Context: an optimization exercise on an open-source flow, tuned for small area, a short achievable clock period and few clock cycles per item. The choices shown serve that exercise and are no tape-out recipe.
Where RTL was checked, it was by simulation tests only, not by an equivalence proof against the original.
Only the layout flow was run in run 1; the RTL was not checked for function there.
Power and IR drop assume default switching activity.

## flow/design.v (module list and top-level ports; edited modules follow where they fit)
// module fir: 653 lines
module fir (
    input  wire        ap_clk,
    input  wire        ap_rst,
    input  wire        ap_start,
    output wire        ap_done,
    output wire        ap_idle,
    output wire        ap_ready,
    output wire [31:0] y,
    output wire        y_ap_vld,
    output wire [3:0]  c_address0,
    output wire        c_ce0,
    input  wire [31:0] c_q0,
    input  wire [31:0] x
);
  // ...
==> flow/flow/run.sh <==
#!/bin/bash
# Standard ORFS layout, with two changes:
#  1. after the standard synthesis, flow/polarity.py re-chooses the polarity of the full adders
#     and XOR gates to drop inverters (same function, same registers);
#  2. ports are buffered with buf_2 instead of the flow's default buffer.
set -euo pipefail
W=$(pwd)
R=$W/orfs/results/$FLOW_PLATFORM/fir/base
bash standard.sh "$R/1_2_yosys.v" > synth.log 2>&1
cp "$R/1_2_yosys.v" "$W/1_2_yosys_standard.v"
python3 flow/polarity.py "$W/1_2_yosys_standard.v" "$R/1_2_yosys.v" > polarity.log 2>&1
export BUFFER_PORTS_ARGS="-buffer_cell sky130_fd_sc_hd__buf_2"
bash standard.sh > layout.log 2>&1
==> flow/flow/polarity.py <==
#!/usr/bin/env python3
"""Re-choose the polarity of full adders and XOR gates in a mapped sky130 netlist so that
fewer inverters are needed.  A full adder is self-dual (inverting all three inputs inverts
both outputs) and an XOR/XNOR gate absorbs an inversion on any pin by swapping xor2<->xnor2,
so inverters next to them can often be removed.  The function of the netlist is unchanged.

usage: polarity.py IN.v OUT.v
"""
import re, sys, collections

src = open(sys.argv[1]).read()

# --- parse the single flat module ------------------------------------------------------
inst_re = re.compile(r'^\s*(sky130_fd_sc_hd__\w+)\s+(\S+)\s*\((.*?)\);\s*$', re.S | re.M)
pin_re = re.compile(r'\.(\w+)\(\s*([^()]*?)\s*\)')
OUTS = {'X', 'Y', 'Q', 'Q_N', 'SUM', 'COUT', 'HI', 'LO'}

insts = []
for m in inst_re.finditer(src):
    typ, name, body = m.group(1), m.group(2), m.group(3)
    pins = [(p, n) for p, n in pin_re.findall(body)]
    insts.append({'type': typ, 'name': name, 'pins': pins, 'span': m.span()})

def base(t):
    return re.sub(r'^sky130_fd_sc_hd__', '', t)

def kind(t):
    b = base(t)
    if re.match(r'(clk)?inv_\d+$', b): return 'inv'
    if re.match(r'fa_\d+$', b): return 'fa'
    if re.match(r'xor2_\d+$', b): return 'xor'
    if re.match(r'xnor2_\d+$', b): return 'xnor'
    return 'other'

driver = {}
loads = collections.defaultdict(list)   # net -> [(inst idx, pin)]
for i, c in enumerate(insts):
    c['kind'] = kind(c['type'])
    for p, n in c['pins']:
        if p in OUTS:
            driver[n] = (i, p)
        else:
            loads[n].append((i, p))

port_nets = set()
for m in re.finditer(r'^\s*(input|output|inout)\s+(\[[^\]]*\]\s*)?([^;]+);', src, re.M):
    for n in m.group(3).split(','):
        port_nets.add(n.strip())
def is_port(n):
    b = re.sub(r'\[\d+\]$', '', n.strip())
    return n in port_nets or b in port_nets

# --- logical signals: collapse inverters that touch an FA or XOR ---------------------------
# an inverter is collapsible when its input net is not a port and its output net is not a port
# and the output feeds only cells (no port)
def flexible(i):
    return insts[i]['kind'] in ('fa', 'xor', 'xnor')

coll = set()
for i, c in enumerate(insts):
    if c['kind'] != 'inv':
        continue
    a = dict(c['pins'])['A']; y = dict(c['pins'])['Y']
    if is_port(a) or is_port(y) or a not in driver:
        continue
    d = driver[a][0]
    touches = flexible(d) or any(flexible(j) for j, _ in loads[y])
    if touches and all(insts[j]['kind'] != 'inv' for j, _ in loads[y]):
        coll.add(i)

# root(net) -> (root net, parity)
inv_of = {}
for i in coll:
    pd = dict(insts[i]['pins']); inv_of[pd['Y']] = pd['A']
def root(n):
    par = 0
    while n in inv_of:
        n = inv_of[n]; par ^= 1
    return n, par

# signal = root net; consumers: (inst, pin, extra parity)
sig_cons = collections.defaultdict(list)
for i, c in enumerate(insts):
    if i in coll:
        continue
    for p, n in c['pins']:
        if p in OUTS:
            continue
        r, par = root(n)
        sig_cons[r].append((i, p, par))

# variables: FA flip f[i]; XOR output flip q[i]
var = {i: 0 for i, c in enumerate(insts) if c['kind'] in ('fa', 'xor', 'xnor') and i not in coll}

def drv_pol(sig):
    if sig in driver:
        i, p = driver[sig]
        if i in var:
            return var[i]
    return 0

def req(i, par):
    """polarity (relative to the signal) that consumer i needs on a pin fed with parity par"""
    k = insts[i]['kind']
    if k == 'fa':
        return var[i] ^ par
    if k in ('xor', 'xnor'):
        return None            # takes either
    return par

def sig_cost(sig):
    d = drv_pol(sig)
    need_other = False
    for i, p, par in sig_cons.get(sig, []):
        r = req(i, par)
        if r is not None and r != d:
            need_other = True
    # a port driven with the wrong polarity also needs an inverter
    return 1 if need_other else 0

# signals touched by each variable
touch = collections.defaultdict(set)
for i in var:
    for p, n in insts[i]['pins']:
        if p in OUTS:
            touch[i].add(n)
        elif insts[i]['kind'] == 'fa':
            touch[i].add(root(n)[0])
fixed_out = set()
for n in driver:
    if is_port(n):
        fixed_out.add(n)

def can_flip(i):
    for p, n in insts[i]['pins']:
        if p in OUTS and (is_port(n) or n in fixed_out):
            return False
    return True

before = sum(sig_cost(s) for s in set(sig_cons) | set(driver))
improved = True
rounds = 0
while improved and rounds < 50:
    improved = False; rounds += 1
    for i in var:
        if not can_flip(i):
            continue
        sigs = touch[i]
        c0 = sum(sig_cost(s) for s in sigs)
        var[i] ^= 1
        c1 = sum(sig_cost(s) for s in sigs)
        if c1 < c0:
            improved = True
        else:
            var[i] ^= 1
after = sum(sig_cost(s) for s in set(sig_cons) | set(driver))

# --- rewrite ------------------------------------------------------------------------------
# physical net of signal s with polarity d = drv_pol(s) is the root net itself (driver output).
# the opposite polarity is a new inverter output net.
inv_net = {}
new_cells = []
cnt = [0]
def other(sig):
    if sig not in inv_net:
        cnt[0] += 1
        nn = f'_pol{cnt[0]}_'
        inv_net[sig] = nn
        sp = ' ' if sig.startswith(chr(92)) else ''
        new_cells.append(f'  sky130_fd_sc_hd__inv_1 _polinv{cnt[0]}_ (\n    .A({sig}{sp}),\n    .Y({nn})\n  );\n')
    return inv_net[sig]

new_type = {}
new_pins = {}
for i, c in enumerate(insts):
    if i in coll:
        continue
    k = c['kind']
    pins = []
    parity = 0
    for p, n in c['pins']:
        if p in OUTS:
            pins.append((p, n)); continue
        sig, par = root(n)
        d = drv_pol(sig)
        r = req(i, par)
        if r is None:          # XOR consumer: take the driver's polarity
            r = d
            parity ^= d ^ par  # received value = wanted ^ (d ^ par)
        pins.append((p, sig if r == d else other(sig)))
    new_pins[i] = pins
    if k in ('xor', 'xnor'):
        inv = parity ^ var[i] ^ (1 if k == 'xnor' else 0)
        t = c['type']
        size = re.search(r'_(\d+)$', t).group(1)
        new_type[i] = f'sky130_fd_sc_hd__{"xnor2" if inv else "xor2"}_{size}'
        outp = 'Y' if inv else 'X'     # xnor2 drives Y, xor2 drives X
        new_pins[i] = [((outp if p in OUTS else p), n) for p, n in new_pins[i]]

# nets that lost their driver (collapsed inverter outputs) are simply left unused
out = []
last = 0
for i, c in enumerate(insts):
    s, e = c['span']
    out.append(src[last:s])
    last = e
    if i in coll:
        continue
    t = new_type.get(i, c['type'])
    body = ',\n'.join(f'    .{p}({n}{" " if n.startswith(chr(92)) else ""})' for p, n in new_pins[i])
    out.append(f'  {t} {c["name"]} (\n{body}\n  );')
tail = src[last:]
em = tail.rfind('endmodule')
out.append(tail[:em])
# declare new nets
decl = ''.join(f'  wire {inv_net[s]};\n' for s in inv_net)
out.append(decl + ''.join(new_cells) + tail[em:])
txt = ''.join(out)
open(sys.argv[2], 'w').write(txt)
ninv_before = sum(1 for c in insts if c['kind'] == 'inv')
sys.stderr.write(f'polarity: {len(coll)} inverters collapsed, {len(new_cells)} added '
                 f'(cost {before} -> {after}), {ninv_before} inverters before\n')
==> flow/standard.sh <==
#!/bin/bash
# synth_recipe.tcl (not shown) runs the flow's synth.tcl, then flattens the netlist and writes it again
# the make line also repeats each setting of config.mk as NAME=value (left out here)
make -C /OpenROAD-flow-scripts/flow DESIGN_CONFIG=/design/flow/config.mk WORK_HOME=/design/flow/orfs CLKGATE_MAP_FILE= SYNTH_SCRIPT=/design/flow/synth_recipe.tcl "${@:-finish}"
==> flow/config.mk <==
export PLATFORM = sky130hd
export DESIGN_NAME = fir
export DESIGN_NICKNAME = fir
export VERILOG_FILES = /design/flow/design.v
export SDC_FILE = /design/flow/constraint.sdc
export NUM_CORES = 4
export LEC_CHECK = 0
export CAP_MARGIN = 5
export CORE_MARGIN = 2
export CORE_UTILIZATION = 70
export CTS_BUF_LIST = sky130_fd_sc_hd__clkbuf_8
export CTS_CLUSTER_DIAMETER = 60
export CTS_CLUSTER_SIZE = 16
export PLACE_DENSITY = 0.78
export SETUP_SLACK_MARGIN = 4.8
export SLEW_MARGIN = 5
export TNS_END_PERCENT = 30
==> flow/constraint.sdc <==
create_clock -name core_clock -period 8.5 [get_ports {ap_clk}]
set_input_delay 1.7000 -clock core_clock [delete_from_list [all_inputs] [get_ports {ap_clk}]]
set_output_delay 1.7000 -clock core_clock [all_outputs]
set_load 0.01 [all_outputs]
==> flow_summary.json, run 1 <==
{
  "status": "no timing/DRC/antenna violations",
  "seqCellArea_um2": 9980,
  "clkPwrFrac": 0.283,
  "vias": 17200,
  "worstHoldStart": "ring[1][19]$_DFF_P_",
  "p_int_uw": 3330,
  "placed_area_um2": 26000,
  "cts_tree": "built",
  "max_slew_margin": 0.451,
  "grt_use_total": 0.351,
  "final_cell_area_um2": 27100,
  "routed_wl_um": 65200,
  "path_clk_slew_ps": 90,
  "synthesis.area_um2": 25200,
  "drt_iter0_drc": 1783,
  "cts_buffer_depth": 3,
  "die_h_um": 194,
  "cpPeakStageDelay_ps": 140,
  "ff2ff_setup_slack_ps": 4810,
  "layout.nonclk_buf_frac": 0.0371,
  "p_leak_uw": 0.0104,
  "core_um2": 35600,
  "seq_power_share": 0.532,
  "fillers": 2371,
  "critical-path-top-delay-family": "buffers and inverters",
  "wl_met2_um": 30300,
  "reg2reg_from": "c_reg[9]$_DFF_P_",
  "non_clock_inverter_count": 158,
  "peakVddDrop_uv": 220,
  "finalNonFillerCells": 2748,
  "slowest_stage": "and2_1",
  "clkCellAreaFrac": 0.0296,
  "tightest_slew_ps": 823,
  "power.density_nw_per_um2": 175,
  "drcViolationCount": 0,
  "finalNetCount": 2666,
  "wl_met3_um": 7020,
  "highest_layer": "met5",
  "seq_cells": 496,
  "hp-class": "reg -> reg",
  "synth_nets": 2623,
  "ant_nets": 0,
  "grt_pass1_wl_um": 102000,
  "hpwl_um": 44100,
  "postCtsHoldBufs": 0
}
==> module fir, before the edit <==
module fir (
    input  wire        ap_clk,
    input  wire        ap_rst,
    input  wire        ap_start,
    output wire        ap_done,
    output wire        ap_idle,
    output wire        ap_ready,
    output wire [31:0] y,
    output wire        y_ap_vld,
    output wire [3:0]  c_address0,
    output wire        c_ce0,
    input  wire [31:0] c_q0,
    input  wire [31:0] x
);
reg  [3:0]  cnt;       
reg  [3:0]  ph;        
reg  [3:0]  nvalid;    
reg         done_q;
reg         rd_q;      
reg         clr;       
reg  [31:0] ring [0:9];
reg  [31:0] c_reg;
reg  [15:0] bone, btwo, bneg;
reg  [31:0] acc_s, acc_c;
reg  [1:0]  acc_t;      
reg  [31:0] acc_e;      
wire ld_ring = (cnt >= 4'd1) && (cnt <= 4'd10);
assign ap_idle    = ~ap_start;
assign ap_done    = done_q;
assign ap_ready   = done_q;
assign y_ap_vld   = done_q;
assign y          = c_reg;
assign c_ce0      = ap_start & rd_q;
assign c_address0 = (cnt == 4'd10) ? 4'd0 : ((ph == 4'd9) ? 4'd1 : ph + 4'd2);
always @(posedge ap_clk) begin
    if (ap_rst) begin
        cnt    <= 4'd0;
        done_q <= 1'b0;
        rd_q   <= 1'b1;
        clr    <= 1'b0;
        ph     <= 4'd0;
        nvalid <= 4'd0;
    end else begin
        if (cnt == 4'd0)
            cnt <= {3'd0, ap_start};
        else if (cnt == 4'd14)
            cnt <= 4'd0;
        else
            cnt <= cnt + 4'd1;
        done_q <= (cnt == 4'd13);
        rd_q   <= (cnt <= 4'd9) || (cnt == 4'd14);    
        clr    <= (cnt == 4'd1);
        if (done_q) begin
            ph <= (ph >= 4'd8) ? ph - 4'd8 : ph + 4'd2;
            if (nvalid != 4'd10)
                nvalid <= nvalid + 4'd1;
        end else begin
            ph <= (ph == 4'd9) ? 4'd0 : ph + 4'd1;
        end
    end
end
integer r;
always @(posedge ap_clk) begin
    for (r = 0; r < 9; r = r + 1)
        ring[r] <= ring[r + 1];
    ring[9] <= (ld_ring && ph == 4'd9) ? x : ring[0];
end
wire [31:0] dsel = (cnt == 4'd11) ? x : ((ph < nvalid) ? ring[0] : 32'd0);
wire [32:0] dx   = {dsel, 1'b0};
integer g;
always @(posedge ap_clk) begin
    c_reg <= (cnt == 4'd13) ? (acc_s + acc_c + acc_e) ^ {^acc_t, 31'd0} : c_q0;    
    for (g = 0; g < 16; g = g + 1) begin
        bone[g] <= (dx[2*g+1] ^ dx[2*g]);
        btwo[g] <= ((dx[2*g+2] & ~dx[2*g+1] & ~dx[2*g]) | (~dx[2*g+2] & dx[2*g+1] & dx[2*g]));
        bneg[g] <= dx[2*g+2];
    end
end
wire [31:0] pp0 = ((c_reg[31:0] & {32{bone[0]}}) | ({c_reg[30:0], 1'b0} & {32{btwo[0]}})) ^ {32{bneg[0]}};
wire [29:0] pp1 = ((c_reg[29:0] & {30{bone[1]}}) | ({c_reg[28:0], 1'b0} & {30{btwo[1]}})) ^ {30{bneg[1]}};
wire [27:0] pp2 = ((c_reg[27:0] & {28{bone[2]}}) | ({c_reg[26:0], 1'b0} & {28{btwo[2]}})) ^ {28{bneg[2]}};
wire [25:0] pp3 = ((c_reg[25:0] & {26{bone[3]}}) | ({c_reg[24:0], 1'b0} & {26{btwo[3]}})) ^ {26{bneg[3]}};
wire [23:0] pp4 = ((c_reg[23:0] & {24{bone[4]}}) | ({c_reg[22:0], 1'b0} & {24{btwo[4]}})) ^ {24{bneg[4]}};
wire [21:0] pp5 = ((c_reg[21:0] & {22{bone[5]}}) | ({c_reg[20:0], 1'b0} & {22{btwo[5]}})) ^ {22{bneg[5]}};
wire [19:0] pp6 = ((c_reg[19:0] & {20{bone[6]}}) | ({c_reg[18:0], 1'b0} & {20{btwo[6]}})) ^ {20{bneg[6]}};
wire [17:0] pp7 = ((c_reg[17:0] & {18{bone[7]}}) | ({c_reg[16:0], 1'b0} & {18{btwo[7]}})) ^ {18{bneg[7]}};
wire [15:0] pp8 = ((c_reg[15:0] & {16{bone[8]}}) | ({c_reg[14:0], 1'b0} & {16{btwo[8]}})) ^ {16{bneg[8]}};
wire [13:0] pp9 = ((c_reg[13:0] & {14{bone[9]}}) | ({c_reg[12:0], 1'b0} & {14{btwo[9]}})) ^ {14{bneg[9]}};
wire [11:0] pp10 = ((c_reg[11:0] & {12{bone[10]}}) | ({c_reg[10:0], 1'b0} & {12{btwo[10]}})) ^ {12{bneg[10]}};
wire [9:0] pp11 = ((c_reg[9:0] & {10{bone[11]}}) | ({c_reg[8:0], 1'b0} & {10{btwo[11]}})) ^ {10{bneg[11]}};
wire [7:0] pp12 = ((c_reg[7:0] & {8{bone[12]}}) | ({c_reg[6:0], 1'b0} & {8{btwo[12]}})) ^ {8{bneg[12]}};
wire [5:0] pp13 = ((c_reg[5:0] & {6{bone[13]}}) | ({c_reg[4:0], 1'b0} & {6{btwo[13]}})) ^ {6{bneg[13]}};
wire [3:0] pp14 = ((c_reg[3:0] & {4{bone[14]}}) | ({c_reg[2:0], 1'b0} & {4{btwo[14]}})) ^ {4{bneg[14]}};
wire [1:0] pp15 = ((c_reg[1:0] & {2{bone[15]}}) | ({c_reg[0:0], 1'b0} & {2{btwo[15]}})) ^ {2{bneg[15]}};
wire [31:0] sm = acc_s & {32{~clr}};
wire [31:0] cm = acc_c & {32{~clr}};
wire [1:0]  tm = acc_t & {2{~clr}};
wire [31:0] em = acc_e & {32{~clr}};
wire s_1 = bneg[0] ^ sm[0] ^ cm[0];
wire c_2 = (bneg[0] & sm[0]) | (cm[0] & (bneg[0] ^ sm[0]));
wire s_3 = sm[1] ^ cm[1] ^ c_2;
wire c_4 = (sm[1] & cm[1]) | (c_2 & (sm[1] ^ cm[1]));
wire s_5 = bneg[1] ^ sm[2] ^ cm[2];
wire c_6 = (bneg[1] & sm[2]) | (cm[2] & (bneg[1] ^ sm[2]));
wire s_7 = pp0[2] ^ pp1[0] ^ s_5;
wire c_8 = (pp0[2] & pp1[0]) | (s_5 & (pp0[2] ^ pp1[0]));
wire s_9 = sm[3] ^ cm[3] ^ c_6;
wire c_10 = (sm[3] & cm[3]) | (c_6 & (sm[3] ^ cm[3]));
wire s_11 = pp0[3] ^ pp1[1] ^ c_8;
wire c_12 = (pp0[3] & pp1[1]) | (c_8 & (pp0[3] ^ pp1[1]));
wire s_13 = bneg[2] ^ sm[4] ^ cm[4];
wire c_14 = (bneg[2] & sm[4]) | (cm[4] & (bneg[2] ^ sm[4]));
wire s_15 = pp0[4] ^ pp1[2] ^ pp2[0];
wire c_16 = (pp0[4] & pp1[2]) | (pp2[0] & (pp0[4] ^ pp1[2]));
wire s_17 = s_13 ^ c_10 ^ s_15;
wire c_18 = (s_13 & c_10) | (s_15 & (s_13 ^ c_10));
wire s_19 = sm[5] ^ cm[5] ^ c_14;
wire c_20 = (sm[5] & cm[5]) | (c_14 & (sm[5] ^ cm[5]));
wire s_21 = pp0[5] ^ pp1[3] ^ pp2[1];
wire c_22 = (pp0[5] & pp1[3]) | (pp2[1] & (pp0[5] ^ pp1[3]));
wire s_23 = c_16 ^ s_19 ^ s_21;
wire c_24 = (c_16 & s_19) | (s_21 & (c_16 ^ s_19));
wire s_25 = bneg[3] ^ sm[6] ^ cm[6];
wire c_26 = (bneg[3] & sm[6]) | (cm[6] & (bneg[3] ^ sm[6]));
wire s_27 = pp0[6] ^ pp1[4] ^ pp2[2];
wire c_28 = (pp0[6] & pp1[4]) | (pp2[2] & (pp0[6] ^ pp1[4]));
wire s_29 = pp3[0] ^ s_25 ^ c_20;
wire c_30 = (pp3[0] & s_25) | (c_20 & (pp3[0] ^ s_25));
wire s_31 = c_22 ^ s_27 ^ s_29;
wire c_32 = (c_22 & s_27) | (s_29 & (c_22 ^ s_27));
wire s_33 = sm[7] ^ cm[7] ^ c_26;
wire c_34 = (sm[7] & cm[7]) | (c_26 & (sm[7] ^ cm[7]));
wire s_35 = pp0[7] ^ pp1[5] ^ pp2[3];
wire c_36 = (pp0[7] & pp1[5]) | (pp2[3] & (pp0[7] ^ pp1[5]));
wire s_37 = pp3[1] ^ c_28 ^ s_33;
wire c_38 = (pp3[1] & c_28) | (s_33 & (pp3[1] ^ c_28));
wire s_39 = s_35 ^ c_30 ^ s_37;
wire c_40 = (s_35 & c_30) | (s_37 & (s_35 ^ c_30));
wire s_41 = bneg[4] ^ sm[8] ^ cm[8];
wire c_42 = (bneg[4] & sm[8]) | (cm[8] & (bneg[4] ^ sm[8]));
wire s_43 = pp0[8] ^ pp1[6] ^ pp2[4];
wire c_44 = (pp0[8] & pp1[6]) | (pp2[4] & (pp0[8] ^ pp1[6]));
wire s_45 = pp3[2] ^ pp4[0] ^ s_41;
wire c_46 = (pp3[2] & pp4[0]) | (s_41 & (pp3[2] ^ pp4[0]));
wire s_47 = c_34 ^ c_36 ^ s_43;
wire c_48 = (c_34 & c_36) | (s_43 & (c_34 ^ c_36));
wire s_49 = s_45 ^ c_38 ^ s_47;
wire c_50 = (s_45 & c_38) | (s_47 & (s_45 ^ c_38));
wire s_51 = sm[9] ^ cm[9] ^ c_42;
wire c_52 = (sm[9] & cm[9]) | (c_42 & (sm[9] ^ cm[9]));
wire s_53 = pp0[9] ^ pp1[7] ^ pp2[5];
wire c_54 = (pp0[9] & pp1[7]) | (pp2[5] & (pp0[9] ^ pp1[7]));
wire s_55 = pp3[3] ^ pp4[1] ^ c_44;
wire c_56 = (pp3[3] & pp4[1]) | (c_44 & (pp3[3] ^ pp4[1]));
wire s_57 = c_46 ^ s_51 ^ s_53;
wire c_58 = (c_46 & s_51) | (s_53 & (c_46 ^ s_51));
wire s_59 = c_48 ^ s_55 ^ s_57;
wire c_60 = (c_48 & s_55) | (s_57 & (c_48 ^ s_55));
wire s_61 = bneg[5] ^ sm[10] ^ cm[10];
wire c_62 = (bneg[5] & sm[10]) | (cm[10] & (bneg[5] ^ sm[10]));
wire s_63 = pp0[10] ^ pp1[8] ^ pp2[6];
wire c_64 = (pp0[10] & pp1[8]) | (pp2[6] & (pp0[10] ^ pp1[8]));
wire s_65 = pp3[4] ^ pp4[2] ^ pp5[0];
wire c_66 = (pp3[4] & pp4[2]) | (pp5[0] & (pp3[4] ^ pp4[2]));
wire s_67 = s_61 ^ c_52 ^ c_54;
wire c_68 = (s_61 & c_52) | (c_54 & (s_61 ^ c_52));
wire s_69 = s_63 ^ s_65 ^ c_56;
wire c_70 = (s_63 & s_65) | (c_56 & (s_63 ^ s_65));
wire s_71 = c_58 ^ s_67 ^ s_69;
wire c_72 = (c_58 & s_67) | (s_69 & (c_58 ^ s_67));
wire s_73 = sm[11] ^ cm[11] ^ c_62;
wire c_74 = (sm[11] & cm[11]) | (c_62 & (sm[11] ^ cm[11]));
wire s_75 = pp0[11] ^ pp1[9] ^ pp2[7];
wire c_76 = (pp0[11] & pp1[9]) | (pp2[7] & (pp0[11] ^ pp1[9]));
wire s_77 = pp3[5] ^ pp4[3] ^ pp5[1];
wire c_78 = (pp3[5] & pp4[3]) | (pp5[1] & (pp3[5] ^ pp4[3]));
wire s_79 = c_64 ^ c_66 ^ s_73;
wire c_80 = (c_64 & c_66) | (s_73 & (c_64 ^ c_66));
wire s_81 = s_75 ^ s_77 ^ c_68;
wire c_82 = (s_75 & s_77) | (c_68 & (s_75 ^ s_77));
wire s_83 = s_79 ^ c_70 ^ s_81;
wire c_84 = (s_79 & c_70) | (s_81 & (s_79 ^ c_70));
wire s_85 = bneg[6] ^ sm[12] ^ cm[12];
wire c_86 = (bneg[6] & sm[12]) | (cm[12] & (bneg[6] ^ sm[12]));
wire s_87 = pp0[12] ^ pp1[10] ^ pp2[8];
wire c_88 = (pp0[12] & pp1[10]) | (pp2[8] & (pp0[12] ^ pp1[10]));
wire s_89 = pp3[6] ^ pp4[4] ^ pp5[2];
wire c_90 = (pp3[6] & pp4[4]) | (pp5[2] & (pp3[6] ^ pp4[4]));
wire s_91 = pp6[0] ^ s_85 ^ c_74;
wire c_92 = (pp6[0] & s_85) | (c_74 & (pp6[0] ^ s_85));
wire s_93 = c_76 ^ c_78 ^ s_87;
wire c_94 = (c_76 & c_78) | (s_87 & (c_76 ^ c_78));
wire s_95 = s_89 ^ c_80 ^ s_91;
wire c_96 = (s_89 & c_80) | (s_91 & (s_89 ^ c_80));
wire s_97 = s_93 ^ c_82 ^ s_95;
wire c_98 = (s_93 & c_82) | (s_95 & (s_93 ^ c_82));
wire s_99 = sm[13] ^ cm[13] ^ c_86;
wire c_100 = (sm[13] & cm[13]) | (c_86 & (sm[13] ^ cm[13]));
wire s_101 = pp0[13] ^ pp1[11] ^ pp2[9];
wire c_102 = (pp0[13] & pp1[11]) | (pp2[9] & (pp0[13] ^ pp1[11]));
wire s_103 = pp3[7] ^ pp4[5] ^ pp5[3];
wire c_104 = (pp3[7] & pp4[5]) | (pp5[3] & (pp3[7] ^ pp4[5]));
wire s_105 = pp6[1] ^ c_88 ^ c_90;
wire c_106 = (pp6[1] & c_88) | (c_90 & (pp6[1] ^ c_88));
wire s_107 = s_99 ^ s_101 ^ s_103;
wire c_108 = (s_99 & s_101) | (s_103 & (s_99 ^ s_101));
wire s_109 = c_92 ^ c_94 ^ s_105;
wire c_110 = (c_92 & c_94) | (s_105 & (c_92 ^ c_94));
wire s_111 = s_107 ^ c_96 ^ s_109;
wire c_112 = (s_107 & c_96) | (s_109 & (s_107 ^ c_96));
wire s_113 = bneg[7] ^ sm[14] ^ cm[14];
wire c_114 = (bneg[7] & sm[14]) | (cm[14] & (bneg[7] ^ sm[14]));
wire s_115 = pp0[14] ^ pp1[12] ^ pp2[10];
wire c_116 = (pp0[14] & pp1[12]) | (pp2[10] & (pp0[14] ^ pp1[12]));
wire s_117 = pp3[8] ^ pp4[6] ^ pp5[4];
wire c_118 = (pp3[8] & pp4[6]) | (pp5[4] & (pp3[8] ^ pp4[6]));
wire s_119 = pp6[2] ^ pp7[0] ^ s_113;
wire c_120 = (pp6[2] & pp7[0]) | (s_113 & (pp6[2] ^ pp7[0]));
wire s_121 = c_100 ^ c_102 ^ c_104;
wire c_122 = (c_100 & c_102) | (c_104 & (c_100 ^ c_102));
wire s_123 = s_115 ^ s_117 ^ s_119;
wire c_124 = (s_115 & s_117) | (s_119 & (s_115 ^ s_117));
wire s_125 = c_106 ^ c_108 ^ s_121;
wire c_126 = (c_106 & c_108) | (s_121 & (c_106 ^ c_108));
wire s_127 = s_123 ^ c_110 ^ s_125;
wire c_128 = (s_123 & c_110) | (s_125 & (s_123 ^ c_110));
wire s_129 = sm[15] ^ cm[15] ^ c_114;
wire c_130 = (sm[15] & cm[15]) | (c_114 & (sm[15] ^ cm[15]));
wire s_131 = pp0[15] ^ pp1[13] ^ pp2[11];
wire c_132 = (pp0[15] & pp1[13]) | (pp2[11] & (pp0[15] ^ pp1[13]));
wire s_133 = pp3[9] ^ pp4[7] ^ pp5[5];
wire c_134 = (pp3[9] & pp4[7]) | (pp5[5] & (pp3[9] ^ pp4[7]));
wire s_135 = pp6[3] ^ pp7[1] ^ c_116;
wire c_136 = (pp6[3] & pp7[1]) | (c_116 & (pp6[3] ^ pp7[1]));
wire s_137 = c_118 ^ c_120 ^ s_129;
wire c_138 = (c_118 & c_120) | (s_129 & (c_118 ^ c_120));
wire s_139 = s_131 ^ s_133 ^ c_122;
wire c_140 = (s_131 & s_133) | (c_122 & (s_131 ^ s_133));
wire s_141 = s_135 ^ c_124 ^ s_137;
wire c_142 = (s_135 & c_124) | (s_137 & (s_135 ^ c_124));
wire s_143 = c_126 ^ s_139 ^ s_141;
wire c_144 = (c_126 & s_139) | (s_141 & (c_126 ^ s_139));
wire s_145 = bneg[8] ^ sm[16] ^ cm[16];
wire c_146 = (bneg[8] & sm[16]) | (cm[16] & (bneg[8] ^ sm[16]));
wire s_147 = em[16] ^ pp0[16] ^ pp1[14];
wire c_148 = (em[16] & pp0[16]) | (pp1[14] & (em[16] ^ pp0[16]));
wire s_149 = pp2[12] ^ pp3[10] ^ pp4[8];
wire c_150 = (pp2[12] & pp3[10]) | (pp4[8] & (pp2[12] ^ pp3[10]));
wire s_151 = pp5[6] ^ pp6[4] ^ pp7[2];
wire c_152 = (pp5[6] & pp6[4]) | (pp7[2] & (pp5[6] ^ pp6[4]));
wire s_153 = pp8[0] ^ s_145 ^ c_130;
wire c_154 = (pp8[0] & s_145) | (c_130 & (pp8[0] ^ s_145));
wire s_155 = c_132 ^ c_134 ^ s_147;
wire c_156 = (c_132 & c_134) | (s_147 & (c_132 ^ c_134));
wire s_157 = s_149 ^ s_151 ^ c_136;
wire c_158 = (s_149 & s_151) | (c_136 & (s_149 ^ s_151));
wire s_159 = c_138 ^ s_153 ^ s_155;
wire c_160 = (c_138 & s_153) | (s_155 & (c_138 ^ s_153));
wire s_161 = c_140 ^ s_157 ^ c_142;
wire c_162 = (c_140 & s_157) | (c_142 & (c_140 ^ s_157));
wire s_163 = sm[17] ^ cm[17] ^ em[17];
wire c_164 = (sm[17] & cm[17]) | (em[17] & (sm[17] ^ cm[17]));
wire s_165 = c_146 ^ pp0[17] ^ pp1[15];
wire c_166 = (c_146 & pp0[17]) | (pp1[15] & (c_146 ^ pp0[17]));
wire s_167 = pp2[13] ^ pp3[11] ^ pp4[9];
wire c_168 = (pp2[13] & pp3[11]) | (pp4[9] & (pp2[13] ^ pp3[11]));
wire s_169 = pp5[7] ^ pp6[5] ^ pp7[3];
wire c_170 = (pp5[7] & pp6[5]) | (pp7[3] & (pp5[7] ^ pp6[5]));
wire s_171 = pp8[1] ^ s_163 ^ c_148;
wire c_172 = (pp8[1] & s_163) | (c_148 & (pp8[1] ^ s_163));
wire s_173 = c_150 ^ c_152 ^ s_165;
wire c_174 = (c_150 & c_152) | (s_165 & (c_150 ^ c_152));
wire s_175 = s_167 ^ s_169 ^ c_154;
wire c_176 = (s_167 & s_169) | (c_154 & (s_167 ^ s_169));
wire s_177 = c_156 ^ s_171 ^ s_173;
wire c_178 = (c_156 & s_171) | (s_173 & (c_156 ^ s_171));
wire s_179 = c_158 ^ s_175 ^ c_160;
wire c_180 = (c_158 & s_175) | (c_160 & (c_158 ^ s_175));
wire s_181 = bneg[9] ^ sm[18] ^ cm[18];
wire c_182 = (bneg[9] & sm[18]) | (cm[18] & (bneg[9] ^ sm[18]));
wire s_183 = em[18] ^ c_164 ^ pp0[18];
wire c_184 = (em[18] & c_164) | (pp0[18] & (em[18] ^ c_164));
wire s_185 = pp1[16] ^ pp2[14] ^ pp3[12];
wire c_186 = (pp1[16] & pp2[14]) | (pp3[12] & (pp1[16] ^ pp2[14]));
wire s_187 = pp4[10] ^ pp5[8] ^ pp6[6];
wire c_188 = (pp4[10] & pp5[8]) | (pp6[6] & (pp4[10] ^ pp5[8]));
wire s_189 = pp7[4] ^ pp8[2] ^ pp9[0];
wire c_190 = (pp7[4] & pp8[2]) | (pp9[0] & (pp7[4] ^ pp8[2]));
wire s_191 = s_181 ^ c_166 ^ c_168;
wire c_192 = (s_181 & c_166) | (c_168 & (s_181 ^ c_166));
wire s_193 = c_170 ^ s_183 ^ s_185;
wire c_194 = (c_170 & s_183) | (s_185 & (c_170 ^ s_183));
wire s_195 = s_187 ^ s_189 ^ c_172;
wire c_196 = (s_187 & s_189) | (c_172 & (s_187 ^ s_189));
wire s_197 = c_174 ^ s_191 ^ c_176;
wire c_198 = (c_174 & s_191) | (c_176 & (c_174 ^ s_191));
wire s_199 = s_193 ^ s_195 ^ c_178;
wire c_200 = (s_193 & s_195) | (c_178 & (s_193 ^ s_195));
wire s_201 = sm[19] ^ cm[19] ^ em[19];
wire c_202 = (sm[19] & cm[19]) | (em[19] & (sm[19] ^ cm[19]));
wire s_203 = c_182 ^ pp0[19] ^ pp1[17];
wire c_204 = (c_182 & pp0[19]) | (pp1[17] & (c_182 ^ pp0[19]));
wire s_205 = pp2[15] ^ pp3[13] ^ pp4[11];
wire c_206 = (pp2[15] & pp3[13]) | (pp4[11] & (pp2[15] ^ pp3[13]));
wire s_207 = pp5[9] ^ pp6[7] ^ pp7[5];
wire c_208 = (pp5[9] & pp6[7]) | (pp7[5] & (pp5[9] ^ pp6[7]));
wire s_209 = pp8[3] ^ pp9[1] ^ s_201;
wire c_210 = (pp8[3] & pp9[1]) | (s_201 & (pp8[3] ^ pp9[1]));
wire s_211 = c_184 ^ c_186 ^ c_188;
wire c_212 = (c_184 & c_186) | (c_188 & (c_184 ^ c_186));
wire s_213 = c_190 ^ s_203 ^ s_205;
wire c_214 = (c_190 & s_203) | (s_205 & (c_190 ^ s_203));
wire s_215 = s_207 ^ s_209 ^ c_192;
wire c_216 = (s_207 & s_209) | (c_192 & (s_207 ^ s_209));
wire s_217 = c_194 ^ s_211 ^ s_213;
wire c_218 = (c_194 & s_211) | (s_213 & (c_194 ^ s_211));
wire s_219 = c_196 ^ s_215 ^ c_198;
wire c_220 = (c_196 & s_215) | (c_198 & (c_196 ^ s_215));
wire s_221 = bneg[10] ^ sm[20] ^ cm[20];
wire c_222 = (bneg[10] & sm[20]) | (cm[20] & (bneg[10] ^ sm[20]));
wire s_223 = em[20] ^ c_202 ^ pp0[20];
wire c_224 = (em[20] & c_202) | (pp0[20] & (em[20] ^ c_202));
wire s_225 = pp1[18] ^ pp2[16] ^ pp3[14];
wire c_226 = (pp1[18] & pp2[16]) | (pp3[14] & (pp1[18] ^ pp2[16]));
wire s_227 = pp4[12] ^ pp5[10] ^ pp6[8];
wire c_228 = (pp4[12] & pp5[10]) | (pp6[8] & (pp4[12] ^ pp5[10]));
wire s_229 = pp7[6] ^ pp8[4] ^ pp9[2];
wire c_230 = (pp7[6] & pp8[4]) | (pp9[2] & (pp7[6] ^ pp8[4]));
wire s_231 = pp10[0] ^ s_221 ^ c_204;
wire c_232 = (pp10[0] & s_221) | (c_204 & (pp10[0] ^ s_221));
wire s_233 = c_206 ^ c_208 ^ c_210;
wire c_234 = (c_206 & c_208) | (c_210 & (c_206 ^ c_208));
wire s_235 = s_223 ^ s_225 ^ s_227;
wire c_236 = (s_223 & s_225) | (s_227 & (s_223 ^ s_225));
wire s_237 = s_229 ^ c_212 ^ c_214;
wire c_238 = (s_229 & c_212) | (c_214 & (s_229 ^ c_212));
wire s_239 = s_231 ^ s_233 ^ s_235;
wire c_240 = (s_231 & s_233) | (s_235 & (s_231 ^ s_233));
wire s_241 = c_216 ^ c_218 ^ s_237;
wire c_242 = (c_216 & c_218) | (s_237 & (c_216 ^ c_218));
wire s_243 = sm[21] ^ cm[21] ^ em[21];
wire c_244 = (sm[21] & cm[21]) | (em[21] & (sm[21] ^ cm[21]));
wire s_245 = c_222 ^ pp0[21] ^ pp1[19];
wire c_246 = (c_222 & pp0[21]) | (pp1[19] & (c_222 ^ pp0[21]));
wire s_247 = pp2[17] ^ pp3[15] ^ pp4[13];
wire c_248 = (pp2[17] & pp3[15]) | (pp4[13] & (pp2[17] ^ pp3[15]));
wire s_249 = pp5[11] ^ pp6[9] ^ pp7[7];
wire c_250 = (pp5[11] & pp6[9]) | (pp7[7] & (pp5[11] ^ pp6[9]));
wire s_251 = pp8[5] ^ pp9[3] ^ pp10[1];
wire c_252 = (pp8[5] & pp9[3]) | (pp10[1] & (pp8[5] ^ pp9[3]));
wire s_253 = s_243 ^ c_224 ^ c_226;
wire c_254 = (s_243 & c_224) | (c_226 & (s_243 ^ c_224));
wire s_255 = c_228 ^ c_230 ^ s_245;
wire c_256 = (c_228 & c_230) | (s_245 & (c_228 ^ c_230));
wire s_257 = s_247 ^ s_249 ^ s_251;
wire c_258 = (s_247 & s_249) | (s_251 & (s_247 ^ s_249));
wire s_259 = c_232 ^ c_234 ^ c_236;
wire c_260 = (c_232 & c_234) | (c_236 & (c_232 ^ c_234));
wire s_261 = s_253 ^ s_255 ^ s_257;
wire c_262 = (s_253 & s_255) | (s_257 & (s_253 ^ s_255));
wire s_263 = c_238 ^ c_240 ^ s_259;
wire c_264 = (c_238 & c_240) | (s_259 & (c_238 ^ c_240));
wire s_265 = bneg[11] ^ sm[22] ^ cm[22];
wire c_266 = (bneg[11] & sm[22]) | (cm[22] & (bneg[11] ^ sm[22]));
wire s_267 = em[22] ^ c_244 ^ pp0[22];
wire c_268 = (em[22] & c_244) | (pp0[22] & (em[22] ^ c_244));
wire s_269 = pp1[20] ^ pp2[18] ^ pp3[16];
wire c_270 = (pp1[20] & pp2[18]) | (pp3[16] & (pp1[20] ^ pp2[18]));
wire s_271 = pp4[14] ^ pp5[12] ^ pp6[10];
wire c_272 = (pp4[14] & pp5[12]) | (pp6[10] & (pp4[14] ^ pp5[12]));
wire s_273 = pp7[8] ^ pp8[6] ^ pp9[4];
wire c_274 = (pp7[8] & pp8[6]) | (pp9[4] & (pp7[8] ^ pp8[6]));
wire s_275 = pp10[2] ^ pp11[0] ^ s_265;
wire c_276 = (pp10[2] & pp11[0]) | (s_265 & (pp10[2] ^ pp11[0]));
wire s_277 = c_246 ^ c_248 ^ c_250;
wire c_278 = (c_246 & c_248) | (c_250 & (c_246 ^ c_248));
wire s_279 = c_252 ^ s_267 ^ s_269;
wire c_280 = (c_252 & s_267) | (s_269 & (c_252 ^ s_267));
wire s_281 = s_271 ^ s_273 ^ s_275;
wire c_282 = (s_271 & s_273) | (s_275 & (s_271 ^ s_273));
wire s_283 = c_254 ^ c_256 ^ c_258;
wire c_284 = (c_254 & c_256) | (c_258 & (c_254 ^ c_256));
wire s_285 = s_277 ^ s_279 ^ s_281;
wire c_286 = (s_277 & s_279) | (s_281 & (s_277 ^ s_279));
wire s_287 = c_260 ^ c_262 ^ s_283;
wire c_288 = (c_260 & c_262) | (s_283 & (c_260 ^ c_262));
wire s_289 = sm[23] ^ cm[23] ^ em[23];
wire c_290 = (sm[23] & cm[23]) | (em[23] & (sm[23] ^ cm[23]));
wire s_291 = c_266 ^ pp0[23] ^ pp1[21];
wire c_292 = (c_266 & pp0[23]) | (pp1[21] & (c_266 ^ pp0[23]));
wire s_293 = pp2[19] ^ pp3[17] ^ pp4[15];
wire c_294 = (pp2[19] & pp3[17]) | (pp4[15] & (pp2[19] ^ pp3[17]));
wire s_295 = pp5[13] ^ pp6[11] ^ pp7[9];
wire c_296 = (pp5[13] & pp6[11]) | (pp7[9] & (pp5[13] ^ pp6[11]));
wire s_297 = pp8[7] ^ pp9[5] ^ pp10[3];
wire c_298 = (pp8[7] & pp9[5]) | (pp10[3] & (pp8[7] ^ pp9[5]));
wire s_299 = pp11[1] ^ s_289 ^ c_268;
wire c_300 = (pp11[1] & s_289) | (c_268 & (pp11[1] ^ s_289));
wire s_301 = c_270 ^ c_272 ^ c_274;
wire c_302 = (c_270 & c_272) | (c_274 & (c_270 ^ c_272));
wire s_303 = c_276 ^ s_291 ^ s_293;
wire c_304 = (c_276 & s_291) | (s_293 & (c_276 ^ s_291));
wire s_305 = s_295 ^ s_297 ^ c_278;
wire c_306 = (s_295 & s_297) | (c_278 & (s_295 ^ s_297));
wire s_307 = c_280 ^ s_299 ^ s_301;
wire c_308 = (c_280 & s_299) | (s_301 & (c_280 ^ s_299));
wire s_309 = c_282 ^ s_303 ^ c_284;
wire c_310 = (c_282 & s_303) | (c_284 & (c_282 ^ s_303));
wire s_311 = s_305 ^ s_307 ^ c_286;
wire c_312 = (s_305 & s_307) | (c_286 & (s_305 ^ s_307));
wire s_313 = bneg[12] ^ sm[24] ^ cm[24];
wire c_314 = (bneg[12] & sm[24]) | (cm[24] & (bneg[12] ^ sm[24]));
wire s_315 = em[24] ^ c_290 ^ pp0[24];
wire c_316 = (em[24] & c_290) | (pp0[24] & (em[24] ^ c_290));
wire s_317 = pp1[22] ^ pp2[20] ^ pp3[18];
wire c_318 = (pp1[22] & pp2[20]) | (pp3[18] & (pp1[22] ^ pp2[20]));
wire s_319 = pp4[16] ^ pp5[14] ^ pp6[12];
wire c_320 = (pp4[16] & pp5[14]) | (pp6[12] & (pp4[16] ^ pp5[14]));
wire s_321 = pp7[10] ^ pp8[8] ^ pp9[6];
wire c_322 = (pp7[10] & pp8[8]) | (pp9[6] & (pp7[10] ^ pp8[8]));
wire s_323 = pp10[4] ^ pp11[2] ^ pp12[0];
wire c_324 = (pp10[4] & pp11[2]) | (pp12[0] & (pp10[4] ^ pp11[2]));
wire s_325 = s_313 ^ c_292 ^ c_294;
wire c_326 = (s_313 & c_292) | (c_294 & (s_313 ^ c_292));
wire s_327 = c_296 ^ c_298 ^ s_315;
wire c_328 = (c_296 & c_298) | (s_315 & (c_296 ^ c_298));
wire s_329 = s_317 ^ s_319 ^ s_321;
wire c_330 = (s_317 & s_319) | (s_321 & (s_317 ^ s_319));
wire s_331 = s_323 ^ c_300 ^ c_302;
wire c_332 = (s_323 & c_300) | (c_302 & (s_323 ^ c_300));
wire s_333 = c_304 ^ s_325 ^ s_327;
wire c_334 = (c_304 & s_325) | (s_327 & (c_304 ^ s_325));
wire s_335 = s_329 ^ c_306 ^ c_308;
wire c_336 = (s_329 & c_306) | (c_308 & (s_329 ^ c_306));
wire s_337 = s_331 ^ s_333 ^ c_310;
wire c_338 = (s_331 & s_333) | (c_310 & (s_331 ^ s_333));
wire s_339 = sm[25] ^ cm[25] ^ em[25];
wire c_340 = (sm[25] & cm[25]) | (em[25] & (sm[25] ^ cm[25]));
wire s_341 = c_314 ^ pp0[25] ^ pp1[23];
wire c_342 = (c_314 & pp0[25]) | (pp1[23] & (c_314 ^ pp0[25]));
wire s_343 = pp2[21] ^ pp3[19] ^ pp4[17];
wire c_344 = (pp2[21] & pp3[19]) | (pp4[17] & (pp2[21] ^ pp3[19]));
wire s_345 = pp5[15] ^ pp6[13] ^ pp7[11];
wire c_346 = (pp5[15] & pp6[13]) | (pp7[11] & (pp5[15] ^ pp6[13]));
wire s_347 = pp8[9] ^ pp9[7] ^ pp10[5];
wire c_348 = (pp8[9] & pp9[7]) | (pp10[5] & (pp8[9] ^ pp9[7]));
wire s_349 = pp11[3] ^ pp12[1] ^ s_339;
wire c_350 = (pp11[3] & pp12[1]) | (s_339 & (pp11[3] ^ pp12[1]));
wire s_351 = c_316 ^ c_318 ^ c_320;
wire c_352 = (c_316 & c_318) | (c_320 & (c_316 ^ c_318));
wire s_353 = c_322 ^ c_324 ^ s_341;
wire c_354 = (c_322 & c_324) | (s_341 & (c_322 ^ c_324));
wire s_355 = s_343 ^ s_345 ^ s_347;
wire c_356 = (s_343 & s_345) | (s_347 & (s_343 ^ s_345));
wire s_357 = s_349 ^ c_326 ^ c_328;
wire c_358 = (s_349 & c_326) | (c_328 & (s_349 ^ c_326));
wire s_359 = c_330 ^ s_351 ^ s_353;
wire c_360 = (c_330 & s_351) | (s_353 & (c_330 ^ s_351));
wire s_361 = s_355 ^ c_332 ^ c_334;
wire c_362 = (s_355 & c_332) | (c_334 & (s_355 ^ c_332));
wire s_363 = s_357 ^ s_359 ^ c_336;
wire c_364 = (s_357 & s_359) | (c_336 & (s_357 ^ s_359));
wire s_365 = bneg[13] ^ sm[26] ^ cm[26];
wire c_366 = (bneg[13] & sm[26]) | (cm[26] & (bneg[13] ^ sm[26]));
wire s_367 = em[26] ^ c_340 ^ pp0[26];
wire c_368 = (em[26] & c_340) | (pp0[26] & (em[26] ^ c_340));
wire s_369 = pp1[24] ^ pp2[22] ^ pp3[20];
wire c_370 = (pp1[24] & pp2[22]) | (pp3[20] & (pp1[24] ^ pp2[22]));
wire s_371 = pp4[18] ^ pp5[16] ^ pp6[14];
wire c_372 = (pp4[18] & pp5[16]) | (pp6[14] & (pp4[18] ^ pp5[16]));
wire s_373 = pp7[12] ^ pp8[10] ^ pp9[8];
wire c_374 = (pp7[12] & pp8[10]) | (pp9[8] & (pp7[12] ^ pp8[10]));
wire s_375 = pp10[6] ^ pp11[4] ^ pp12[2];
wire c_376 = (pp10[6] & pp11[4]) | (pp12[2] & (pp10[6] ^ pp11[4]));
wire s_377 = pp13[0] ^ s_365 ^ c_342;
wire c_378 = (pp13[0] & s_365) | (c_342 & (pp13[0] ^ s_365));
wire s_379 = c_344 ^ c_346 ^ c_348;
wire c_380 = (c_344 & c_346) | (c_348 & (c_344 ^ c_346));
wire s_381 = c_350 ^ s_367 ^ s_369;
wire c_382 = (c_350 & s_367) | (s_369 & (c_350 ^ s_367));
wire s_383 = s_371 ^ s_373 ^ s_375;
wire c_384 = (s_371 & s_373) | (s_375 & (s_371 ^ s_373));
wire s_385 = c_352 ^ c_354 ^ c_356;
wire c_386 = (c_352 & c_354) | (c_356 & (c_352 ^ c_354));
wire s_387 = s_377 ^ s_379 ^ s_381;
wire c_388 = (s_377 & s_379) | (s_381 & (s_377 ^ s_379));
wire s_389 = s_383 ^ c_358 ^ c_360;
wire c_390 = (s_383 & c_358) | (c_360 & (s_383 ^ c_358));
wire s_391 = s_385 ^ s_387 ^ c_362;
wire c_392 = (s_385 & s_387) | (c_362 & (s_385 ^ s_387));
wire s_393 = sm[27] ^ cm[27] ^ em[27];
wire c_394 = (sm[27] & cm[27]) | (em[27] & (sm[27] ^ cm[27]));
wire s_395 = c_366 ^ pp0[27] ^ pp1[25];
wire c_396 = (c_366 & pp0[27]) | (pp1[25] & (c_366 ^ pp0[27]));
wire s_397 = pp2[23] ^ pp3[21] ^ pp4[19];
wire c_398 = (pp2[23] & pp3[21]) | (pp4[19] & (pp2[23] ^ pp3[21]));
wire s_399 = pp5[17] ^ pp6[15] ^ pp7[13];
wire c_400 = (pp5[17] & pp6[15]) | (pp7[13] & (pp5[17] ^ pp6[15]));
wire s_401 = pp8[11] ^ pp9[9] ^ pp10[7];
wire c_402 = (pp8[11] & pp9[9]) | (pp10[7] & (pp8[11] ^ pp9[9]));
wire s_403 = pp11[5] ^ pp12[3] ^ pp13[1];
wire c_404 = (pp11[5] & pp12[3]) | (pp13[1] & (pp11[5] ^ pp12[3]));
wire s_405 = s_393 ^ c_368 ^ c_370;
wire c_406 = (s_393 & c_368) | (c_370 & (s_393 ^ c_368));
wire s_407 = c_372 ^ c_374 ^ c_376;
wire c_408 = (c_372 & c_374) | (c_376 & (c_372 ^ c_374));
wire s_409 = s_395 ^ s_397 ^ s_399;
wire c_410 = (s_395 & s_397) | (s_399 & (s_395 ^ s_397));
wire s_411 = s_401 ^ s_403 ^ c_378;
wire c_412 = (s_401 & s_403) | (c_378 & (s_401 ^ s_403));
wire s_413 = c_380 ^ c_382 ^ c_384;
wire c_414 = (c_380 & c_382) | (c_384 & (c_380 ^ c_382));
wire s_415 = s_405 ^ s_407 ^ s_409;
wire c_416 = (s_405 & s_407) | (s_409 & (s_405 ^ s_407));
wire s_417 = c_386 ^ s_411 ^ c_388;
wire c_418 = (c_386 & s_411) | (c_388 & (c_386 ^ s_411));
wire s_419 = s_413 ^ s_415 ^ c_390;
wire c_420 = (s_413 & s_415) | (c_390 & (s_413 ^ s_415));
wire s_421 = bneg[14] ^ sm[28] ^ cm[28];
wire c_422 = (bneg[14] & sm[28]) | (cm[28] & (bneg[14] ^ sm[28]));
wire s_423 = em[28] ^ c_394 ^ pp0[28];
wire c_424 = (em[28] & c_394) | (pp0[28] & (em[28] ^ c_394));
wire s_425 = pp1[26] ^ pp2[24] ^ pp3[22];
wire c_426 = (pp1[26] & pp2[24]) | (pp3[22] & (pp1[26] ^ pp2[24]));
wire s_427 = pp4[20] ^ pp5[18] ^ pp6[16];
wire c_428 = (pp4[20] & pp5[18]) | (pp6[16] & (pp4[20] ^ pp5[18]));
wire s_429 = pp7[14] ^ pp8[12] ^ pp9[10];
wire c_430 = (pp7[14] & pp8[12]) | (pp9[10] & (pp7[14] ^ pp8[12]));
wire s_431 = pp10[8] ^ pp11[6] ^ pp12[4];
wire c_432 = (pp10[8] & pp11[6]) | (pp12[4] & (pp10[8] ^ pp11[6]));
wire s_433 = pp13[2] ^ pp14[0] ^ s_421;
wire c_434 = (pp13[2] & pp14[0]) | (s_421 & (pp13[2] ^ pp14[0]));
wire s_435 = c_396 ^ c_398 ^ c_400;
wire c_436 = (c_396 & c_398) | (c_400 & (c_396 ^ c_398));
wire s_437 = c_402 ^ c_404 ^ s_423;
wire c_438 = (c_402 & c_404) | (s_423 & (c_402 ^ c_404));
wire s_439 = s_425 ^ s_427 ^ s_429;
wire c_440 = (s_425 & s_427) | (s_429 & (s_425 ^ s_427));
wire s_441 = s_431 ^ s_433 ^ c_406;
wire c_442 = (s_431 & s_433) | (c_406 & (s_431 ^ s_433));
wire s_443 = c_408 ^ c_410 ^ s_435;
wire c_444 = (c_408 & c_410) | (s_435 & (c_408 ^ c_410));
wire s_445 = s_437 ^ s_439 ^ c_412;
wire c_446 = (s_437 & s_439) | (c_412 & (s_437 ^ s_439));
wire s_447 = c_414 ^ s_441 ^ c_416;
wire c_448 = (c_414 & s_441) | (c_416 & (c_414 ^ s_441));
wire s_449 = s_443 ^ s_445 ^ c_418;
wire c_450 = (s_443 & s_445) | (c_418 & (s_443 ^ s_445));
wire s_451 = sm[29] ^ cm[29] ^ em[29];
wire c_452 = (sm[29] & cm[29]) | (em[29] & (sm[29] ^ cm[29]));
wire s_453 = c_422 ^ pp0[29] ^ pp1[27];
wire c_454 = (c_422 & pp0[29]) | (pp1[27] & (c_422 ^ pp0[29]));
wire s_455 = pp2[25] ^ pp3[23] ^ pp4[21];
wire c_456 = (pp2[25] & pp3[23]) | (pp4[21] & (pp2[25] ^ pp3[23]));
wire s_457 = pp5[19] ^ pp6[17] ^ pp7[15];
wire c_458 = (pp5[19] & pp6[17]) | (pp7[15] & (pp5[19] ^ pp6[17]));
wire s_459 = pp8[13] ^ pp9[11] ^ pp10[9];
wire c_460 = (pp8[13] & pp9[11]) | (pp10[9] & (pp8[13] ^ pp9[11]));
wire s_461 = pp11[7] ^ pp12[5] ^ pp13[3];
wire c_462 = (pp11[7] & pp12[5]) | (pp13[3] & (pp11[7] ^ pp12[5]));
wire s_463 = pp14[1] ^ s_451 ^ c_424;
wire c_464 = (pp14[1] & s_451) | (c_424 & (pp14[1] ^ s_451));
wire s_465 = c_426 ^ c_428 ^ c_430;
wire c_466 = (c_426 & c_428) | (c_430 & (c_426 ^ c_428));
wire s_467 = c_432 ^ c_434 ^ s_453;
wire c_468 = (c_432 & c_434) | (s_453 & (c_432 ^ c_434));
wire s_469 = s_455 ^ s_457 ^ s_459;
wire c_470 = (s_455 & s_457) | (s_459 & (s_455 ^ s_457));
wire s_471 = s_461 ^ c_436 ^ c_438;
wire c_472 = (s_461 & c_436) | (c_438 & (s_461 ^ c_436));
wire s_473 = c_440 ^ s_463 ^ s_465;
wire c_474 = (c_440 & s_463) | (s_465 & (c_440 ^ s_463));
wire s_475 = s_467 ^ s_469 ^ c_442;
wire c_476 = (s_467 & s_469) | (c_442 & (s_467 ^ s_469));
wire s_477 = c_444 ^ s_471 ^ s_473;
wire c_478 = (c_444 & s_471) | (s_473 & (c_444 ^ s_471));
wire s_479 = c_446 ^ s_475 ^ c_448;
wire c_480 = (c_446 & s_475) | (c_448 & (c_446 ^ s_475));
wire s_481 = bneg[15] ^ sm[30] ^ cm[30];
wire c_482 = (bneg[15] & sm[30]) | (cm[30] & (bneg[15] ^ sm[30]));
wire s_483 = em[30] ^ c_452 ^ pp0[30];
wire c_484 = (em[30] & c_452) | (pp0[30] & (em[30] ^ c_452));
wire s_485 = pp1[28] ^ pp2[26] ^ pp3[24];
wire c_486 = (pp1[28] & pp2[26]) | (pp3[24] & (pp1[28] ^ pp2[26]));
wire s_487 = pp4[22] ^ pp5[20] ^ pp6[18];
wire c_488 = (pp4[22] & pp5[20]) | (pp6[18] & (pp4[22] ^ pp5[20]));
wire s_489 = pp7[16] ^ pp8[14] ^ pp9[12];
wire c_490 = (pp7[16] & pp8[14]) | (pp9[12] & (pp7[16] ^ pp8[14]));
wire s_491 = pp10[10] ^ pp11[8] ^ pp12[6];
wire c_492 = (pp10[10] & pp11[8]) | (pp12[6] & (pp10[10] ^ pp11[8]));
wire s_493 = pp13[4] ^ pp14[2] ^ pp15[0];
wire c_494 = (pp13[4] & pp14[2]) | (pp15[0] & (pp13[4] ^ pp14[2]));
wire s_495 = s_481 ^ c_454 ^ c_456;
wire c_496 = (s_481 & c_454) | (c_456 & (s_481 ^ c_454));
wire s_497 = c_458 ^ c_460 ^ c_462;
wire c_498 = (c_458 & c_460) | (c_462 & (c_458 ^ c_460));
wire s_499 = s_483 ^ s_485 ^ s_487;
wire c_500 = (s_483 & s_485) | (s_487 & (s_483 ^ s_485));
wire s_501 = s_489 ^ s_491 ^ s_493;
wire c_502 = (s_489 & s_491) | (s_493 & (s_489 ^ s_491));
wire s_503 = c_464 ^ c_466 ^ c_468;
wire c_504 = (c_464 & c_466) | (c_468 & (c_464 ^ c_466));
wire s_505 = c_470 ^ s_495 ^ s_497;
wire c_506 = (c_470 & s_495) | (s_497 & (c_470 ^ s_495));
wire s_507 = s_499 ^ s_501 ^ c_472;
wire c_508 = (s_499 & s_501) | (c_472 & (s_499 ^ s_501));
wire s_509 = c_474 ^ s_503 ^ s_505;
wire c_510 = (c_474 & s_503) | (s_505 & (c_474 ^ s_503));
wire s_511 = c_476 ^ c_478 ^ s_507;
wire c_512 = (c_476 & c_478) | (s_507 & (c_476 ^ c_478));
wire s_513 = sm[31] ^ cm[31];
wire s_514 = tm[0] ^ tm[1];
wire s_515 = s_513 ^ s_514;
wire s_516 = s_515 ^ c_482;
wire s_517 = pp0[31] ^ pp1[29];
wire s_518 = pp2[27] ^ pp3[25];
wire s_519 = pp4[23] ^ pp5[21];
wire s_520 = pp6[19] ^ pp7[17];
wire s_521 = pp8[15] ^ pp9[13];
wire s_522 = pp10[11] ^ pp11[9];
wire s_523 = pp12[7] ^ pp13[5];
wire s_524 = pp14[3] ^ pp15[1];
wire s_525 = s_516 ^ s_517;
wire s_526 = s_518 ^ s_519;
wire s_527 = s_520 ^ s_521;
wire s_528 = s_522 ^ s_523;
wire s_529 = s_524 ^ s_525;
wire s_530 = s_526 ^ s_527;
wire s_531 = s_528 ^ c_484;
wire s_532 = c_486 ^ c_488;
wire s_533 = c_490 ^ c_492;
wire s_534 = c_494 ^ s_529;
wire s_535 = s_530 ^ s_531;
wire s_536 = s_532 ^ s_533;
wire s_537 = s_534 ^ s_535;
wire s_538 = s_536 ^ c_496;
wire s_539 = c_498 ^ s_537;
wire s_540 = c_500 ^ c_502;
wire s_541 = s_538 ^ s_539;
wire s_542 = s_540 ^ s_541;
wire s_543 = c_504 ^ c_506;
wire s_544 = s_542 ^ s_543;
wire [31:0] nxt_s = {s_544, s_509, s_477, s_447, s_417, s_389, s_361, s_335, c_288, s_285, s_261, s_239, s_217, s_197, s_177, s_159, c_128, c_112, c_98, c_84, c_72, c_60, c_50, c_40, c_32, c_24, c_18, c_12, s_9, c_4, pp0[1], pp0[0]};
wire [31:0] nxt_c = {c_508, c_480, c_450, c_420, c_392, c_364, c_338, c_312, s_309, c_264, c_242, c_220, c_200, c_180, c_162, c_144, s_143, s_127, s_111, s_97, s_83, s_71, s_59, s_49, s_39, s_31, s_23, s_17, s_11, s_7, s_3, s_1};
wire [1:0]  nxt_t = {c_512, c_510};
wire [31:0] nxt_e = {1'b0, s_511, s_479, s_449, s_419, s_391, s_363, s_337, s_311, s_287, s_263, s_241, s_219, s_199, s_179, s_161, 1'b0, 1'b0, 1'b0, 1'b0, 1'b0, 1'b0, 1'b0, 1'b0, 1'b0, 1'b0, 1'b0, 1'b0, 1'b0, 1'b0, 1'b0, 1'b0};
always @(posedge ap_clk) begin
    acc_s <= nxt_s;
    acc_c <= nxt_c;
    acc_t <= nxt_t;
    acc_e <= nxt_e;
end
endmodule
==> run 2: changes to the inputs <==
--- a/flow/design.v
+++ b/flow/design.v
@@ -16,7 +16,6 @@
 reg  [3:0]  ph;        
 reg  [3:0]  nvalid;    
 reg         done_q;
-reg         rd_q;      
 reg         clr;       
 reg  [31:0] ring [0:9];
 reg  [31:0] c_reg;
@@ -30,13 +29,12 @@
 assign ap_ready   = done_q;
 assign y_ap_vld   = done_q;
 assign y          = c_reg;
-assign c_ce0      = ap_start & rd_q;
+assign c_ce0      = ap_start;
 assign c_address0 = (cnt == 4'd10) ? 4'd0 : ((ph == 4'd9) ? 4'd1 : ph + 4'd2);
 always @(posedge ap_clk) begin
     if (ap_rst) begin
         cnt    <= 4'd0;
         done_q <= 1'b0;
-        rd_q   <= 1'b1;
         clr    <= 1'b0;
         ph     <= 4'd0;
         nvalid <= 4'd0;
@@ -48,7 +46,6 @@
         else
             cnt <= cnt + 4'd1;
         done_q <= (cnt == 4'd13);
-        rd_q   <= (cnt <= 4'd9) || (cnt == 4'd14);    
         clr    <= (cnt == 4'd1);
         if (done_q) begin
             ph <= (ph >= 4'd8) ? ph - 4'd8 : ph + 4'd2;
--- a/flow/config.mk
+++ b/flow/config.mk
@@ -12,6 +12,6 @@
 export CTS_CLUSTER_DIAMETER = 60
 export CTS_CLUSTER_SIZE = 16
 export PLACE_DENSITY = 0.78
-export SETUP_SLACK_MARGIN = 4.8
+export SETUP_SLACK_MARGIN = 4.87
 export SLEW_MARGIN = 5
 export TNS_END_PERCENT = 30
==> run 2 against run 1 <==
- design area is 0.25% lower
- non-clock buffer count up 10
- hold slack lost 29 ps
- maximum frequency grew 2.1%
- highest routed layer unchanged
==> flow_summary.json, run 2 <==
{
  "status": "no timing/DRC/antenna violations",
  "wire_per_inst_um": 22.5,
  "rsz0062_at_grt": "true",
  "hp-class": "reg -> reg",
  "start_kind": "register",
  "via_per_inst": 6.10,
  "tightest_slew_ps": 764,
  "io_buffers": 107,
  "p_comb_frac": 0.185,
  "seq_power_share": 0.548,
  "p_switching_uw": 1350,
  "drcViolationCount": 0,
  "synth_cells": 2189,
  "wl_met3_um": 5020,
  "top_register": "ring",
  "grt_use_total": 0.338,
  "io_pins": 108,
  "vias": 16600,
  "post-route-period-util": 0.438,
  "gp_congestion": 0.892,
  "hpwl_um": 43000,
  "max_slew_margin": 0.491,
  "setup_tns_ps": 0,
  "die_h_um": 193,
  "grt_pass1_wl_um": 94900,
  "yosys_warnings": 2,
  "cap_violations": 0,
  "arrival_ps": 4270,
  "crit_path_end_kind": "register",
  "fmax_mhz": 269,
  "synth_nets": 2585,
  "drv_slew": 0,
  "hold_violations": 0,
  "fin_util": 0.765,
  "highest_layer": "met5",
  "firstDrtPassIters": 9,
  "syn_avg_cell_area_um2": 11.4,
  "peakVddDrop_uv": 263,
  "power.density_nw_per_um2": 170,
  "synthesis.area_um2": 25000,
  "grt_overflow": 0,
  "cts_tree": "built",
  "core_um2": 35400,
  "area_delta_synth_final_pct": 8.32,
  "final_common_cell": "dfxtp_1",
  "grt_start_max_net_pins": 62,
  "critPathMaxFanout": 25,
  "die_x_um": 193,
  "wl_met2_um": 28600,
  "drt_iter0_drc": 1618,
  "cts.htree.levels": 2,
  "clk-insertion-delay-late_ps": 650,
  "antenna_found_initial": 3,
  "die_area_um2": 37200,
  "drive_above_1_share": 0.152,
  "path_class": "reg -> reg",
  "p_int_uw": 3260,
  "finClkSkew_ps": 53.5,
  "required_ps": 9050,
  "finalSetupViolCount": 0,
  "cts_sinks": 495,
  "ant_nets": 0,
  "layout_common_cells": "461 x dfxtp_1, 270 x a22oi_1, 247 x fa_1, 211 x xnor2_1, 156 x inv_1",
  "clkPwrFrac": 0.267,
  "p_sw_frac": 0.292,
  "routed_wl_um": 61300,
  "numCtsBuffers": 40,
  "initial_core_util": 0.706,
  "cts_buffer_depth": 3,
  "rows": 69,
  "finalNetCount": 2639,
  "wl_met1_um": 24200,
  "p_leak_uw": 0.0103,
  "finalCriticalPeriod_ps": 3720,
  "grt_pass1_vias": 17300,
  "root_buffer": "clkbuf_8",
  "path_clk_slew_ps": 100,
  "largest_register_ffs": 320
}
==> run 2: cell count changes in the layout (fill, tap and decap cells not counted), moves of 4 or more <==
cell | before | now
buf_6 | 15 | 11
nor4_1 | 5 | 0
mux2_2 | 32 | 36
buf_4 | 34 | 41
fa_2 | 16 | 25
nand2_1 | 93 | 79
nand4_1 | 7 | 3
clkbuf_8 | 45 | 41
dfxtp_1 | 465 | 461
o21a_1 | 2 | 6
and3_1 | 7 | 1
o21ai_1 | 6 | 11
fa_1 | 256 | 247
==> run 2: cell type report <==
type,instances,area [um2]
multi-input combinational,1380,14100
sequential,495,9970
fill,2344,8320
timing repair buffer,167,1140
inverter,157,604
tap,461,577
clock buffer,41,564
clock inverter,16,130
timing repair inverter,2,15.0
antenna,2,5.00
==> run 2: worst paths after layout <==
check / from / to / depth (start not counted) / slack, ps
max: c_reg[7]$_DFF_P_ / acc_e[24]$_DFF_P_ / 9 / 4780
max reg2reg: c_reg[7]$_DFF_P_ / acc_e[24]$_DFF_P_ / 9 / 4780
min: ring[8][1]$_DFF_P_ / ring[7][1]$_DFF_P_ / 0 / 290
min reg2reg: ring[8][1]$_DFF_P_ / ring[7][1]$_DFF_P_ / 0 / 290
==> run 2: layer usage <==
metal / vias to the layer above / GRT usage
met5: - / 0
met4: 6 / 0.177
met3: 243 / 0.0704
met2: 871 / 0.538
met1: 8163 / 0.440
li1: 7305 / -
==> run 2: critical path: stages, from the launching register on <==
cell	delay, ps
dfxtp_1	330
buf_4	350
a22oi_1	200
xnor2_1	330
fa_1	480
fa_1	450
fa_2	430
fa_1	460
fa_1	540
inv_1	40
==> run 2: power by group through the flow <==
stage                     clock, uW  combinational (uW)  sequential [uW]
final                          1230                 853             2520
after CTS                      1260                 829             2520
after global placement            0                 769             2570
after global routing           1330                 961             2540
after detailed placement          0                 804             2570
after floorplan                   0                 592             2540
==> run 2: stage by stage <==
step                      setup slack (ps)  power [uW]  cells  hold slack, ps  instance area [um2]
after floorplan                       4840        3130   2189             310                25100
after global placement                4440        3340   2634             310                25800
after detailed placement              4370        3370   2634             312                25800
after CTS                             4750        4610   2707             312                26800
after global routing                  4680        4830   2720             306                27100
final                                 4780        4600   2721             293                27100
==> run 2: what timing repair did <==
item,CTS,global route
setup endpoints to repair,40,35
buffers inserted,13,9
pin swaps,2,14
resized for setup,65,38
hold buffers,0,0
endpoints found under the hold margin,0,0
cloned,3,3
Testbench counts of run 2, summed over its fixed seeds: cycles 24,000, items 1,600.

## re-timing with driven ports
No port has a modelled driver above. Below, the same layouts with a new extraction and two added sets of constraints.
Step 1 assumes that a clkbuf_16 drives the clock port and a buf_2 every other input.
Step 2 also shifts input and output timing later by t, the mid clock arrival at the registers, as if the neighbouring blocks saw the same clock.
Three values: ideal ports, drivers, drivers and shift; two values: the first two.
run | t, ns | setup slack, ns | worst register clock-pin slew, ns | worst data-port slew with drivers (ns)
run 1 | 0.679 | 4.704 / 4.677 / 4.677 | 0.10 / 0.10 | 0.06
run 2 | 0.674 | 4.781 / 4.781 / 4.781 | 0.10 / 0.10 | 0.08
After both steps every run listed still meets setup and hold. For run 1, which loses most, drivers alone change the setup slack by -0.027 ns; drivers and shift together by -0.027 ns.
